What follows belongs to an exercise in optimizing a design on an open flow for small area; a production flow would make more cautious choices. In this exercise RTL edits were held to simulation tests only and were not proved equivalent to the original. No activity file was given, so power comes from the tool's default toggle rates.

Setup of v6:
Design CIPU, start of the top module:
module CIPU(
    input clk,
    input rst,
    input [7:0] people_thing_in,
    input ready_fifo,
    input ready_lifo,
    input [7:0] thing_in,
    input [3:0] thing_num,
    output reg valid_fifo,
    output reg valid_lifo,
    output reg valid_fifo2,
    output [7:0] people_thing_out,
    output reg [7:0] thing_out,
    output reg done_thing,
    output reg done_fifo,
    output reg done_lifo,
    output reg done_fifo2
);
reg [1:0] st;
wire s_read = (st == 2'b01);
wire s_fout = (st == 2'b10);
wire s_lout = (st == 2'b11);
reg [4:0] pq [0:15];
reg [4:0] qi;           
reg [4:0] pout;
assign people_thing_out = {3'b010, pout};
reg [7:0] stk [0:14];
reg [3:0] top;
reg [3:0] cnt;
reg       zflag;
wire letter  = s_read && (people_thing_in[7:5] == 3'b010) && (people_thing_in[4:0] != 5'd0) &&
               (people_thing_in[4:0] <= 5'd26);
wire is_semi = (thing_in == 8'h3B);
wire is_end  = (thing_in == 8'h24);
wire push    = s_read && !is_semi && !is_end && (top != 4'd15);
wire load    = is_semi && (cnt == 4'd0) && !valid_lifo && !done_thing;
wire popping = (cnt != 4'd0);
wire [3:0] topm1 = top - 4'd1;
wire [3:0] raddr = s_lout ? qi[3:0] : topm1;
wire lout_go = (top != 4'd0);
wire q_more  = !qi[4];
integer i;
always @(posedge clk) begin
    if (letter) begin
        pq[0] <= people_thing_in[4:0];
        for (i = 1; i < 16; i = i + 1) pq[i] <= pq[i-1];
    end
    if (push) stk[top] <= thing_in;
    pout <= pq[qi[3:0]];
    thing_out <= (s_read && !popping) ? 8'h30 : stk[raddr];
end
always @(posedge clk or posedge rst) begin
    if (rst) begin
        st <= 2'b00;
        qi <= 5'h1f;
        top <= 4'd0;
  ...
Size in the first run: about 720 cells after synthesis, ~47 I/O pins, ~10,000 sq um of cells after synthesis.
clock: 5.0 ns
lec_check: 0
cap_margin: 20
core_margin: 2
core_utilization: 40
slew_margin: 20
standard.sh (not shown) runs the stock make flow with config.mk's settings and CLKGATE_MAP_FILE= SYNTH_SCRIPT=/design/flow/synth_recipe.tcl, a recipe that flattens the netlist after the stock synthesis.
==> flow/flow/run.sh <==
#!/bin/bash
# Standard ORFS layout with smaller port buffers, smaller clock buffers and no CTS dummy loads.
set -euo pipefail
export BUFFER_PORTS_ARGS="-buffer_cell sky130_fd_sc_hd__buf_1"
export CTS_ARGS="-sink_clustering_enable -repair_clock_nets -dont_use_dummy_load -buf_list {sky130_fd_sc_hd__clkbuf_2 sky130_fd_sc_hd__clkbuf_4}"
bash standard.sh > standard.log 2>&1
v6 did not stop at any stage, and its layout met the timing, design-rule and antenna checks.
Relative to v6, the following input files were edited for v7:
==> flow/run.sh (new file) <==
#!/bin/bash
# synth_recipe.tcl (not shown) runs the flow's synth.tcl, then flattens the netlist and writes it again
# the make line also repeats each setting of config.mk as NAME=value (left out here)
make -C /OpenROAD-flow-scripts/flow DESIGN_CONFIG=/design/flow/config.mk WORK_HOME=/design/flow/orfs CLKGATE_MAP_FILE= SYNTH_SCRIPT=/design/flow/synth_recipe.tcl finish
removed: flow/flow/run.sh
removed: flow/standard.sh
### Flow results
Re number of buffers outside the clock class in the layout: v6 and v7 aren't equal, and the lower value belongs to v7.
On v7: routed wire length on met2 is 5.6% higher than what v6 gave.
Of v6 and v7, the run reporting the higher arrival time at the worst endpoint was v6.


== build 34 ==
CIPU, a different RTL version from the one above (not shown whole).
For scale: about 550 cells after synthesis, ~8600 um2 of cells after synthesis.
export LEC_CHECK = 0
export CAP_MARGIN = 20
export CORE_MARGIN = 2
export CORE_UTILIZATION = 65
export GPL_TIMING_DRIVEN = 0
export PLACE_DENSITY = 0.75
export SLEW_MARGIN = 20
create_clock -name core_clock -period 5.0 [get_ports {clk}]
==> flow/flow/run.sh <==
#!/bin/bash
# Standard ORFS layout, with the combinational logic of the standard synthesis
# re-mapped for area (registers untouched), small port buffers, and a clock tree
# of small clock buffers without dummy loads.
set -euo pipefail
export RDIR=$PWD/orfs/results/sky130hd/CIPU/base
export BUFFER_PORTS_ARGS="-buffer_cell sky130_fd_sc_hd__buf_1"
export CTS_ARGS="-sink_clustering_enable -repair_clock_nets -dont_use_dummy_load -buf_list {sky130_fd_sc_hd__clkbuf_4 sky130_fd_sc_hd__clkbuf_8} -sink_clustering_size 16 -sink_clustering_max_diameter 60"
export ABC_SCRIPT="+strash;&get,-n;&deepsyn,-T,240;&dch,-f;&nf,-R,1000;&put"
bash standard.sh synth > synth.log 2>&1
cp $RDIR/1_2_yosys.v $RDIR/1_2_yosys_std.v
if yosys -c flow/resynth.tcl > resynth.log 2>&1 && yosys -c flow/equiv.tcl > equiv.log 2>&1; then
  cp $RDIR/1_2_yosys_rs.v $RDIR/1_2_yosys.v
  rm -f $RDIR/1_synth.odb $RDIR/1_synth.sdc
  echo "using the re-mapped netlist" > resynth_used.log
else
  echo "re-mapping failed; using the standard netlist" > resynth_used.log
fi
bash standard.sh > standard.log 2>&1
==> flow/flow/equiv.tcl <==
# Prove the re-mapped netlist equal to the standard one, register for register.
set lib $::env(FLOW_HOME)/platforms/sky130hd/lib/sky130_fd_sc_hd__tt_025C_1v80.lib
set rdir $::env(RDIR)
set top $::env(FLOW_TOP)
yosys read_liberty -ignore_miss_func $lib
yosys read_verilog $rdir/1_2_yosys_std.v
yosys rename $top gold
yosys read_verilog $rdir/1_2_yosys_rs.v
yosys rename $top gate
yosys flatten gold gate
yosys async2sync
yosys opt_clean
yosys equiv_make gold gate eq
yosys hierarchy -top eq
yosys equiv_simple -undef
yosys equiv_induct -undef
yosys equiv_status -assert
==> flow/flow/resynth.tcl <==
# Re-map the combinational logic of the standard synthesis netlist for area.
# Every register cell of the standard synthesis is kept as it is (same instance,
# name and cell type); only the logic between them is re-synthesized.
set lib $::env(FLOW_HOME)/platforms/sky130hd/lib/sky130_fd_sc_hd__tt_025C_1v80.lib
set rdir $::env(RDIR)
set top $::env(FLOW_TOP)
yosys read_liberty -ignore_miss_func $lib
yosys read_verilog $rdir/1_2_yosys_std.v
yosys hierarchy -top $top
yosys blackbox *df* *dlx* *dlr* *dlclkp* *sdlclkp*
yosys flatten
yosys opt -purge
yosys abc -liberty $lib -dont_use sky130_fd_sc_hd__probe_p_8 -dont_use sky130_fd_sc_hd__probec_p_8 \
  -dont_use sky130_fd_sc_hd__lpflow_* -script $::env(ABC_SCRIPT)
yosys opt_clean -purge
yosys setundef -zero
yosys hilomap -singleton -hicell sky130_fd_sc_hd__conb_1 HI -locell sky130_fd_sc_hd__conb_1 LO
yosys splitnets
yosys opt_clean -purge
yosys rename -hide w:*.*
# left out here: hide names made inside functions
yosys tee -o $rdir/resynth_stat.txt stat -liberty $lib
yosys write_verilog -noattr -noexpr -nohex -nodec $rdir/1_2_yosys_rs.v
Build 34 | status: complete | timing, DRC, antenna: pass
diff inputs: build 34 => build 10
==> flow/flow/run.sh <==
#!/bin/bash
# Standard ORFS layout, with the combinational logic of the standard synthesis
# re-mapped for area (registers untouched), small port buffers, and a clock tree
# of small clock buffers without dummy loads.
set -euo pipefail
export RDIR=$PWD/orfs/results/sky130hd/CIPU/base
export BUFFER_PORTS_ARGS="-buffer_cell sky130_fd_sc_hd__buf_1"
export CTS_ARGS="-sink_clustering_enable -repair_clock_nets -dont_use_dummy_load -buf_list {sky130_fd_sc_hd__clkbuf_4 sky130_fd_sc_hd__clkbuf_8} -sink_clustering_size 16 -sink_clustering_max_diameter 60"
bash standard.sh synth > synth.log 2>&1
cp $RDIR/1_2_yosys.v $RDIR/1_2_yosys_std.v
# re-map with four random seeds of ABC's deep synthesis in parallel; keep the smallest
for s in 1 2 3 4; do
  RS_TAG=$s ABC_SCRIPT="+strash;&get,-n;&deepsyn,-S,$s,-T,${DEEPSYN_T:-150};&dch,-f;&nf,-R,1000;&put" \
    yosys -c flow/resynth.tcl > resynth_$s.log 2>&1 &
done
wait || true
best=""; barea=""
for s in 1 2 3 4; do
  f=$RDIR/resynth_stat_$s.txt
  [ -f $f ] || continue
  a=$(grep "Chip area" $f | awk '{print $NF}')
  if [ -z "$best" ] || awk "BEGIN{exit !($a < $barea)}"; then best=$s; barea=$a; fi
done
echo "best seed: ${best:-none} area ${barea:-none}" > resynth_used.log
if [ -n "$best" ]; then
  cp $RDIR/1_2_yosys_rs_$best.v $RDIR/1_2_yosys_rs.v
  if yosys -c flow/equiv.tcl > equiv.log 2>&1; then
    cp $RDIR/1_2_yosys_rs.v $RDIR/1_2_yosys.v
    rm -f $RDIR/1_synth.odb $RDIR/1_synth.sdc
    echo "using the re-mapped netlist" >> resynth_used.log
  else
    echo "equivalence failed; using the standard netlist" >> resynth_used.log
  fi
fi
bash standard.sh > standard.log 2>&1
-- flow/flow/resynth.tcl --
<<< build 34, line 21
# left out here: hide names made inside functions
yosys tee -o $rdir/resynth_stat.txt stat -liberty $lib
yosys write_verilog -noattr -noexpr -nohex -nodec $rdir/1_2_yosys_rs.v
>>> build 10, line 21
# left out here: hide names made inside functions
yosys tee -o $rdir/resynth_stat_$::env(RS_TAG).txt stat -liberty $lib
yosys write_verilog -noattr -noexpr -nohex -nodec $rdir/1_2_yosys_rs_$::env(RS_TAG).v
-- flow/config.mk --
<<< build 34, line 9
export CORE_MARGIN = 2
export CORE_UTILIZATION = 65
export GPL_TIMING_DRIVEN = 0
export PLACE_DENSITY = 0.75
export SLEW_MARGIN = 20
>>> build 10, line 9
export CORE_MARGIN = 2
export CORE_UTILIZATION = 75
export GPL_TIMING_DRIVEN = 0
export PLACE_DENSITY = 0.85
export SLEW_MARGIN = 20
--- outcome ---
Any difference in data-path buffer share of cell area in the final layout between build 34 and build 10 is small enough to ignore.
Build 10 vs. build 34: sequential share of layout area +1.0 points; area of the die went down; worst hold slack lower; clock share of power down 1.2 points.
Relative to build 10, the following input files were edited for build 4:
==> flow/flow/run.sh <==
#!/bin/bash
# Standard ORFS layout, with the combinational logic of the standard synthesis
# re-mapped for area (registers untouched), small port buffers, and a clock tree
# of small clock buffers without dummy loads.
set -euo pipefail
export RDIR=$PWD/orfs/results/sky130hd/CIPU/base
export BUFFER_PORTS_ARGS="-buffer_cell sky130_fd_sc_hd__buf_1"
export CTS_ARGS="-sink_clustering_enable -repair_clock_nets -dont_use_dummy_load -buf_list {sky130_fd_sc_hd__clkbuf_4} -sink_clustering_size 10 -sink_clustering_max_diameter 40"
bash standard.sh synth > synth.log 2>&1
cp $RDIR/1_2_yosys.v $RDIR/1_2_yosys_std.v
# re-map with random seeds of ABC's deep synthesis, four at a time in parallel, in two
# rounds (the second starts from the first round's smallest netlist); keep the smallest
best=""; barea=""
pick() {
  for s in "$@"; do
    f=$RDIR/resynth_stat_$s.txt
    [ -f $f ] || continue
    a=$(grep "Chip area" $f | awk '{print $NF}')
    if [ -z "$best" ] || awk "BEGIN{exit !($a < $barea)}"; then best=$s; barea=$a; fi
  done
}
for s in 1 2 3 4; do
  RS_IN=$RDIR/1_2_yosys_std.v RS_TAG=$s ABC_SCRIPT="+strash;&get,-n;&deepsyn,-S,$s,-T,${DEEPSYN_T:-120};&dch,-f;&nf,-R,1000;&put" \
    yosys -c flow/resynth.tcl > resynth_$s.log 2>&1 &
done
wait || true
pick 1 2 3 4
if [ -n "$best" ]; then
  r1=$best
  for s in 5 6 7 8; do
    RS_IN=$RDIR/1_2_yosys_rs_$r1.v RS_TAG=$s ABC_SCRIPT="+strash;&get,-n;&deepsyn,-S,$s,-T,${DEEPSYN_T:-120};&dch,-f;&nf,-R,1000;&put" \
      yosys -c flow/resynth.tcl > resynth_$s.log 2>&1 &
  done
  wait || true
  pick 5 6 7 8
fi
echo "best seed: ${best:-none} area ${barea:-none}" > resynth_used.log
if [ -n "$best" ]; then
  cp $RDIR/1_2_yosys_rs_$best.v $RDIR/1_2_yosys_rs.v
  if yosys -c flow/equiv.tcl > equiv.log 2>&1; then
    cp $RDIR/1_2_yosys_rs.v $RDIR/1_2_yosys.v
    rm -f $RDIR/1_synth.odb $RDIR/1_synth.sdc
    echo "using the re-mapped netlist" >> resynth_used.log
  else
    echo "equivalence failed; using the standard netlist" >> resynth_used.log
  fi
fi
bash standard.sh > standard.log 2>&1
-- flow/flow/equiv.tcl --
<<< build 10, line 10
yosys flatten gold gate
yosys async2sync
>>> build 4, line 10
yosys flatten gold gate
yosys rename -hide w:_*
yosys async2sync
-- flow/flow/resynth.tcl --
<<< build 10, line 7
yosys read_liberty -ignore_miss_func $lib
yosys read_verilog $rdir/1_2_yosys_std.v
yosys hierarchy -top $top
>>> build 4, line 7
yosys read_liberty -ignore_miss_func $lib
yosys read_verilog $::env(RS_IN)
yosys hierarchy -top $top
-- flow/config.mk --
<<< build 10, line 7
export LEC_CHECK = 0
export CAP_MARGIN = 20
export CORE_MARGIN = 2
>>> build 4, line 7
export LEC_CHECK = 0
export CAP_MARGIN = 10
export CORE_MARGIN = 2
<<< build 10, line 12
export PLACE_DENSITY = 0.85
export SLEW_MARGIN = 20
>>> build 4, line 12
export PLACE_DENSITY = 0.85
export SLEW_MARGIN = 10
Findings:
Class of the worst hold path = register to register: build 10; class of the worst hold path = input port to asynchronous set/reset pin: build 4. Build 4 ends up with a met1 demand-to-capacity share in global routing that is 2.1 points higher than in build 10. Hold violation total from the final report: build 4 vs build 10 identical. Build 4: number of non-clock inverters is 3 lower than what build 10 reported. pout[3] as the end point of the critical path was reported by build 10, and pout[0] by build 4.
[inputs] build 55 vs build 4
-- flow/config.mk --
<<< build 4, line 9
export CORE_MARGIN = 2
export CORE_UTILIZATION = 75
export GPL_TIMING_DRIVEN = 0
export PLACE_DENSITY = 0.85
export SLEW_MARGIN = 10
>>> build 55, line 9
export CORE_MARGIN = 2
export CORE_UTILIZATION = 78
export GPL_TIMING_DRIVEN = 0
export PLACE_DENSITY = 0.87
export SLEW_MARGIN = 10
--- outcome ---
Build 55: PASS, flow complete, no timing, DRC or antenna violations. Synthesized cell count came out exactly the same in build 55 and build 4. Re met3 capacity usage during global routing: build 4 was higher than build 55. Period utilization: build 55 vs build 4 down 6.7 points. Delta (build 55 minus build 4): worst slack at placement increased 0.094 ns, global-route usage picked up an extra 1.8 points.


Setup of Q:
RTL: one of the versions met above, not the one the previous note started from.
Size: ~8800 um2 of cells after synthesis.
==> flow/design.v (excerpt) <==
module CIPU(
    input clk,
    input rst,
    input [7:0] people_thing_in,
    input ready_fifo,
    input ready_lifo,
    input [7:0] thing_in,
    input [3:0] thing_num,
    output reg valid_fifo,
    output reg valid_lifo,
    output reg valid_fifo2,
    output [7:0] people_thing_out,
    output reg [7:0] thing_out,
    output reg done_thing,
    output reg done_fifo,
    output reg done_lifo,
    output reg done_fifo2
);
Settings: LEC_CHECK=0, CAP_MARGIN=20, CORE_MARGIN=2, CORE_UTILIZATION=40, GPL_TIMING_DRIVEN=0, SLEW_MARGIN=20; clock period 5.0 ns.
==> flow/flow/run.sh <==
#!/bin/bash
# Standard ORFS layout, with the combinational logic of the standard synthesis
# re-mapped for area (registers untouched), small port buffers, and a clock tree
# of small clock buffers without dummy loads.
set -euo pipefail
export RDIR=$PWD/orfs/results/sky130hd/CIPU/base
export BUFFER_PORTS_ARGS="-buffer_cell sky130_fd_sc_hd__buf_1"
export CTS_ARGS="-sink_clustering_enable -repair_clock_nets -dont_use_dummy_load -buf_list {sky130_fd_sc_hd__clkbuf_8} -sink_clustering_size 20 -sink_clustering_max_diameter 60"
export ABC_SCRIPT="+strash;&get,-n;&deepsyn,-T,90;&dch,-f;&nf,-R,1000;&put"
bash standard.sh synth > synth.log 2>&1
cp $RDIR/1_2_yosys.v $RDIR/1_2_yosys_std.v
if yosys -c flow/resynth.tcl > resynth.log 2>&1 && yosys -c flow/equiv.tcl > equiv.log 2>&1; then
  cp $RDIR/1_2_yosys_rs.v $RDIR/1_2_yosys.v
  rm -f $RDIR/1_synth.odb $RDIR/1_synth.sdc
  echo "using the re-mapped netlist" > resynth_used.log
else
  echo "re-mapping failed; using the standard netlist" > resynth_used.log
fi
bash standard.sh > standard.log 2>&1
Other scripts of this flow, unchanged in this note and not shown: flow/flow/equiv.tcl, flow/flow/resynth.tcl
Per the final summary, Q finished and its layout is clean on timing, DRC and antenna.
Setup changes, Q to S
--- a/flow/flow/run.sh
+++ b/flow/flow/run.sh
@@ -7,3 +7,3 @@
 export BUFFER_PORTS_ARGS="-buffer_cell sky130_fd_sc_hd__buf_1"
-export CTS_ARGS="-sink_clustering_enable -repair_clock_nets -dont_use_dummy_load -buf_list {sky130_fd_sc_hd__clkbuf_8} -sink_clustering_size 20 -sink_clustering_max_diameter 60"
+export CTS_ARGS="-sink_clustering_enable -repair_clock_nets -dont_use_dummy_load -buf_list {sky130_fd_sc_hd__clkbuf_4 sky130_fd_sc_hd__clkbuf_8} -sink_clustering_size 16 -sink_clustering_max_diameter 60"
 export ABC_SCRIPT="+strash;&get,-n;&deepsyn,-T,90;&dch,-f;&nf,-R,1000;&put"
--- a/flow/config.mk
+++ b/flow/config.mk
@@ -10,3 +10,2 @@
 export CORE_UTILIZATION = 40
-export GPL_TIMING_DRIVEN = 0
 export SLEW_MARGIN = 20
- | routed wire length | S vs Q | ≈ equal |
- Taking Q as the reference, in S layout clock buffer count climbed 2; multi-input logic area fell 21 um2.
- Looking at post-layout net count across Q and S, the one that comes out higher is S.
- As far as die outline height goes, S and Q are indistinguishable; the numbers are identical.
- Part of the power in the clock network, Q and S, higher one = S.

==> afterwards: timing with drivers on the ports <==
No port has a modelled driver above. Below, the same layouts with a new extraction and two added sets of constraints.
Step 1: set_driving_cell puts a clkbuf_16 on clk and a buf_2 on each other input, an assumption about the parent block.
Step 2 times the ports against the registers' clock, not the clock port: input delays grow and output delays shrink by t, the midpoint of the rising clock arrivals with the driver on.
Slacks: ideal / step 1 / step 2; pairs: ideal / step 1.
run	t (ns)	setup slack, ns	latest minus earliest clock arrival (ns)	worst register clock-pin slew, ns
v6	0.695	1.629 / 1.629 / 1.505	0.158 / 0.158	0.07 / 0.07
v7	0.569	1.764 / 1.764 / 1.223	0.020 / 0.020	0.06 / 0.06
build 34	0.521	0.636 / 0.649 / 0.128	0.042 / 0.042	0.10 / 0.10
build 10	0.514	1.076 / 1.093 / 0.579	0.067 / 0.067	0.10 / 0.10
build 4	0.642	0.904 / 0.904 / 0.763	0.044 / 0.044	0.11 / 0.11
build 55	0.631	1.241 / 1.241 / 1.038	0.048 / 0.049	0.11 / 0.11
Q	0.532	1.346 / 1.346 / 1.096	0.101 / 0.102	0.12 / 0.12
S	0.559	1.408 / 1.408 / 1.137	0.061 / 0.061	0.10 / 0.10
After both steps setup and hold are still met in every run listed. The setup slack of v7, which loses most, moves by 0.000 ns with the drivers and by -0.541 ns with both steps.
